What follows belongs to an exercise in optimizing a design on an open flow for small area; a production flow would make more cautious choices.
In this exercise RTL edits were held to simulation tests only and were not proved equivalent to the original.
No activity file was given, so power comes from the tool's default toggle rates.

== exp/delta ==
==> flow/design.v <==
`timescale 1ns / 1ps
module spi_master #(parameter DATA_WIDTH = 16, parameter ADDRESS_WIDTH = 15)
(
    input   wire                                    clock,
    input   wire                                    reset_n,
    input   wire    [DATA_WIDTH-1:0]                data,
    input   wire    [ADDRESS_WIDTH-1:0]             address,
    input   wire                                    read_write,
    input   wire                                    enable,
    input   wire                                    burst_enable,
    input   wire    [15:0]                          burst_count,
    input   wire    [15:0]                          divider,
    input   wire                                    clock_phase,
    input   wire                                    clock_polarity,
    input   wire                                    master_in_slave_out,
    output  logic                                   serial_clock,
    output  logic   [DATA_WIDTH-1:0]                read_data,
    output  logic                                   busy,
    output  logic                                   slave_select,
    output  reg                                     master_out_slave_in,
    output  reg     [DATA_WIDTH+ADDRESS_WIDTH:0]    read_long_data,
    output  reg                                     read_data_valid,
    output  logic                                   burst_data_ready
);
localparam [2:0] S_IDLE             = 3'b000;
localparam [2:0] S_SET_SS           = 3'b001;
localparam [2:0] S_STOP             = 3'b010;
localparam [2:0] S_TRANSMIT_ADDRESS = 3'b011;
localparam [2:0] S_TRANSMIT_DATA    = 3'b100;
localparam [2:0] S_TRANSMIT_DATA_L  = 3'b101;
localparam [2:0] S_READ_DATA        = 3'b110;
localparam [2:0] S_READ_DATA_L      = 3'b111;
reg     [2:0]   state;
reg     [1:0]   pc;
reg     [3:0]   bc;
reg     [15:0]  divider_counter;
reg     [15:0]  saved_burst_count;
reg             shifted_out;
reg     [31:0]  shift_register;
reg             saved_clock_phase;
reg             saved_clock_polarity;
reg             saved_burst_enable;
reg             borrow;
logic           tick, later_word;
logic           st_idle, st_setss, st_stop, st_addr, st_write, st_read, st_act, st_dr;
logic           pc0, pc1, pc2, pc3, bc0, bc15, end_word;
logic           gt1, rotate, borrow_in;
logic           shift_out, shift_in, reload, wrap;
logic           cap_a, cap_b, cap_c;
logic           out_bit;
logic   [2:0]   next_state;
always_comb begin
    tick     = (divider_counter == divider);
    st_idle  = (state == S_IDLE);
    st_setss = (state == S_SET_SS);
    st_stop  = (state == S_STOP);
    st_addr  = (state == S_TRANSMIT_ADDRESS);
    st_write = state[2] & !state[1];
    st_read  = state[2] & state[1];
    st_act   = state[2] | (state[1] & state[0]);
    st_dr    = state[2];
    later_word = state[2] & state[0];    
    pc0      = (pc == 2'd0);
    pc1      = (pc == 2'd1);
    pc2      = (pc == 2'd2);
    pc3      = (pc == 2'd3);
    bc0      = (bc == 4'd0);
    bc15     = (bc == 4'd15);
    end_word = tick & pc3 & bc15;
    gt1      = |saved_burst_count[15:1];
    rotate   = tick & pc3 & st_act;
    borrow_in = (st_dr & bc15) | borrow;
    busy             = !st_idle;
    slave_select     = !(st_act | (st_stop & !pc[1]));
    serial_clock     = (st_act & pc[1]) ^ saved_clock_polarity;
    burst_data_ready = st_write & bc15 & (pc[0] ^ pc[1]) & saved_burst_enable & gt1;
    read_data        = read_long_data[DATA_WIDTH-1:0];
    reload    = tick & pc2 & burst_data_ready;
    shift_out = tick & (saved_clock_phase ? (st_act & pc1) : (pc3 & (st_act | st_setss)));
    shift_in  = tick & (saved_clock_phase ? (pc0 & (st_dr | st_stop | (st_addr & !bc0)))
                                          : (pc2 & st_act));
    wrap  = !saved_clock_phase & bc15 & st_dr;
    if (wrap)
        out_bit = st_write & saved_burst_enable & gt1 & shift_register[31];
    else if (st_read & later_word)
        out_bit = 1'b0;
    else if (st_write & later_word & saved_clock_phase)
        out_bit = shifted_out;
    else
        out_bit = shift_register[31];
    cap_a = tick & st_read & pc1 & bc0 & later_word & saved_burst_enable & saved_clock_phase;
    cap_b = end_word & st_read & saved_burst_enable & !saved_clock_phase;
    cap_c = tick & st_stop & pc1;
    next_state = state;
    case (state)
        S_IDLE:             if (enable) next_state = S_SET_SS;
        S_SET_SS:           if (tick) next_state = S_TRANSMIT_ADDRESS;
        S_TRANSMIT_ADDRESS: if (end_word) next_state = master_out_slave_in ? S_READ_DATA : S_TRANSMIT_DATA;
        S_TRANSMIT_DATA,
        S_TRANSMIT_DATA_L,
        S_READ_DATA,
        S_READ_DATA_L:      if (end_word) next_state = (!saved_burst_enable | !gt1) ? S_STOP : {state[2:1], 1'b1};
        S_STOP:             if (tick & pc3) next_state = S_IDLE;
        default:            next_state = S_IDLE;
    endcase
end
always_ff @(posedge clock or negedge reset_n) begin
    if (!reset_n) begin
        state                   <=  S_IDLE;
        divider_counter         <=  0;
        saved_clock_polarity    <=  0;
        master_out_slave_in     <=  0;
        read_long_data          <=  0;
        read_data_valid         <=  0;
    end
    else begin
        state               <=  next_state;
        divider_counter     <=  tick ? 16'd0 : divider_counter + 16'd1;
        if (st_idle)
            saved_clock_polarity <= clock_polarity;
        if (shift_out)
            master_out_slave_in <= out_bit;
        else if (cap_c)
            master_out_slave_in <= 0;
        if (cap_a | cap_b | cap_c)
            read_long_data  <=  shift_register;
        read_data_valid     <=  cap_a | cap_c | (cap_b & gt1);
    end
end
always_ff @(posedge clock) begin
    if (st_idle) begin
        {bc, pc}            <=  6'd63;
        saved_clock_phase   <=  clock_phase;
        saved_burst_enable  <=  burst_enable;
        saved_burst_count   <=  {burst_count[0], burst_count[15:1]};
    end
    else begin
        if (tick)
            {bc, pc}        <=  {bc, pc} + 6'd1;
        if (rotate)
            saved_burst_count <= {saved_burst_count[0] ^ borrow_in, saved_burst_count[15:1]};
    end
    if (st_idle)
        borrow              <=  1'b0;
    else if (rotate)
        borrow              <=  borrow_in & !saved_burst_count[0];
    if (st_idle)
        shift_register[31:16] <=  {address, read_write};
    else if (reload)
        shift_register[31:16] <=  data;
    else if (shift_in)
        shift_register[31:16] <=  shift_register[30:15];
    if (st_idle)
        shift_register[15:0]  <=  data;
    else if (shift_in)
        shift_register[15:0]  <=  {shift_register[14:0], master_in_slave_out};
    if (shift_in)
        shifted_out         <=  shift_register[31];
end
endmodule
export LEC_CHECK = 0
export CAP_MARGIN = 0
export CORE_MARGIN = 2
export CORE_UTILIZATION = 40
export SLEW_MARGIN = 0
create_clock -name core_clock -period 8.0 [get_ports {clock}]
standard.sh (not shown) runs the stock make flow with config.mk's settings and CLKGATE_MAP_FILE= SYNTH_SCRIPT=/design/flow/synth_recipe.tcl, a recipe that flattens the netlist after the stock synthesis.
==> flow/flow/run.sh <==
#!/bin/bash
# The standard layout (standard.sh), with these changes:
#  - synthesis maps the logic with an area-oriented ABC script (flow/area.abc);
#    flow/my_synth.tcl is synth_recipe.tcl with only the ABC script swapped
#  - the port buffers are the smallest buffer (buf_1) instead of the resizer's pick
#  - clock tree synthesis without dummy loads and with clkbuf_8 clock buffers
set -euo pipefail
HERE=$(pwd)
sed "s#SYNTH_SCRIPT=[^ ]*#SYNTH_SCRIPT=$HERE/flow/my_synth.tcl#" standard.sh > my_standard.sh
export MY_ABC_SCRIPT=$HERE/flow/area.abc
export BUFFER_PORTS_ARGS="-buffer_cell sky130_fd_sc_hd__buf_1"
export CTS_ARGS="-sink_clustering_enable -repair_clock_nets -dont_use_dummy_load -buf_list sky130_fd_sc_hd__clkbuf_8"
bash my_standard.sh > standard.log 2>&1
==> flow/flow/area.abc <==
strash
dch -f
amap
topo
==> flow/flow/my_synth.tcl <==
proc synth {args} { yosys synth -nofsm -noshare {*}$args }
proc abc {args} {
  set i [lsearch -exact $args -script]
  if {$i >= 0} { lset args [expr {$i + 1}] $::env(MY_ABC_SCRIPT) }
  yosys abc {*}$args
}
source $::env(SCRIPTS_DIR)/synth.tcl
# left out here: clear keep_hierarchy, flatten, clean up, hide names made inside functions, write 1_2_yosys.v
No stage failed in exp/delta, and the final checks on the layout all came back clean.
--- input diff exp/delta..exp/violet ---
- CAP_MARGIN changed from 0 to 20
- SLEW_MARGIN changed from 0 to 20
--- a/flow/flow/run.sh
+++ b/flow/flow/run.sh
@@ -10,4 +10,4 @@
 export MY_ABC_SCRIPT=$HERE/flow/area.abc
 export BUFFER_PORTS_ARGS="-buffer_cell sky130_fd_sc_hd__buf_1"
-export CTS_ARGS="-sink_clustering_enable -repair_clock_nets -dont_use_dummy_load -buf_list sky130_fd_sc_hd__clkbuf_8"
+export CTS_ARGS="-repair_clock_nets -dont_use_dummy_load -buf_list sky130_fd_sc_hd__clkbuf_8"
 bash my_standard.sh > standard.log 2>&1
Comparing exp/delta against exp/violet, there is no change at all in post-route met1 wirelength.
Comparing exp/violet against exp/delta, there is no change at all in detailed placement HPWL.
Overall overflow remaining after global route: exp/violet vs exp/delta identical
Mean instance size in the synthesized netlist: exp/delta vs exp/violet — no meaningful difference
Reported for exp/delta and exp/violet, highest ir drop seen on vdd turned out identical to the last digit.
Comparing exp/violet with exp/delta, the final routed DRC violation total came out essentially unchanged.
From exp/delta to exp/violet, total power consumption of the routed design did not move at all.
The inputs of exp/indigo differ from those of exp/violet as listed below.
--- a/flow/flow/run.sh
+++ b/flow/flow/run.sh
@@ -10,4 +10,4 @@
 export MY_ABC_SCRIPT=$HERE/flow/area.abc
 export BUFFER_PORTS_ARGS="-buffer_cell sky130_fd_sc_hd__buf_1"
-export CTS_ARGS="-repair_clock_nets -dont_use_dummy_load -buf_list sky130_fd_sc_hd__clkbuf_8"
+export CTS_ARGS="-sink_clustering_enable -repair_clock_nets -dont_use_dummy_load -buf_list sky130_fd_sc_hd__clkbuf_8"
 bash my_standard.sh > standard.log 2>&1
--- outcome ---
Reported for exp/indigo and exp/violet, overall power turned out identical to the last digit.
Diff exp/violet -> exp/indigo: number of flip-flops and latches in the synthesized netlist held; maximum clock frequency about even; final clock period utilization by the worst path essentially unchanged.
> inputs changed (exp/indigo -> exp/ember)
--- a/flow/flow/run.sh
+++ b/flow/flow/run.sh
@@ -10,4 +10,4 @@
 export MY_ABC_SCRIPT=$HERE/flow/area.abc
 export BUFFER_PORTS_ARGS="-buffer_cell sky130_fd_sc_hd__buf_1"
-export CTS_ARGS="-sink_clustering_enable -repair_clock_nets -dont_use_dummy_load -buf_list sky130_fd_sc_hd__clkbuf_8"
+export CTS_ARGS="-sink_clustering_enable -repair_clock_nets -dont_use_dummy_load -buf_list sky130_fd_sc_hd__clkbuf_16"
 bash my_standard.sh > standard.log 2>&1
## What came out
- Worst slew slack as a fraction of its limit in exp/ember is 0.94 points lower than in exp/indigo
- In exp/ember the worst slack on hold paths turned out 0.0092 ns lower than in exp/indigo.
- exp/ember: global-route wire length before repair is 120 um higher than what exp/indigo reported.

## afterwards: timing with drivers on the ports
How much do the figures lean on ideal ports? The routed layouts below were timed once more, with nothing changed but the port constraints. Step 1 assumes that a clkbuf_16 drives the clock port and a buf_2 every other input. Step 2 also shifts input and output timing later by t, the mid clock arrival at the registers, as if the neighbouring blocks saw the same clock. Three values: no drivers, after step 1, after step 2; two values: the first two.
| run | t, ns | setup slack, ns | worst setup path after step 2 | worst data-port slew with drivers (ns) |
|---|---|---|---|---|
| exp/delta | 0.386 | 2.761 / 2.765 / 2.379 | input to register | 0.05 |
| exp/violet | 0.386 | 2.761 / 2.765 / 2.379 | input to register | 0.05 |
| exp/indigo | 0.386 | 2.761 / 2.765 / 2.379 | input to register | 0.05 |
| exp/ember | 0.377 | 2.741 / 2.748 / 2.371 | input to register | 0.05 |
After both steps every run listed still meets setup and hold.
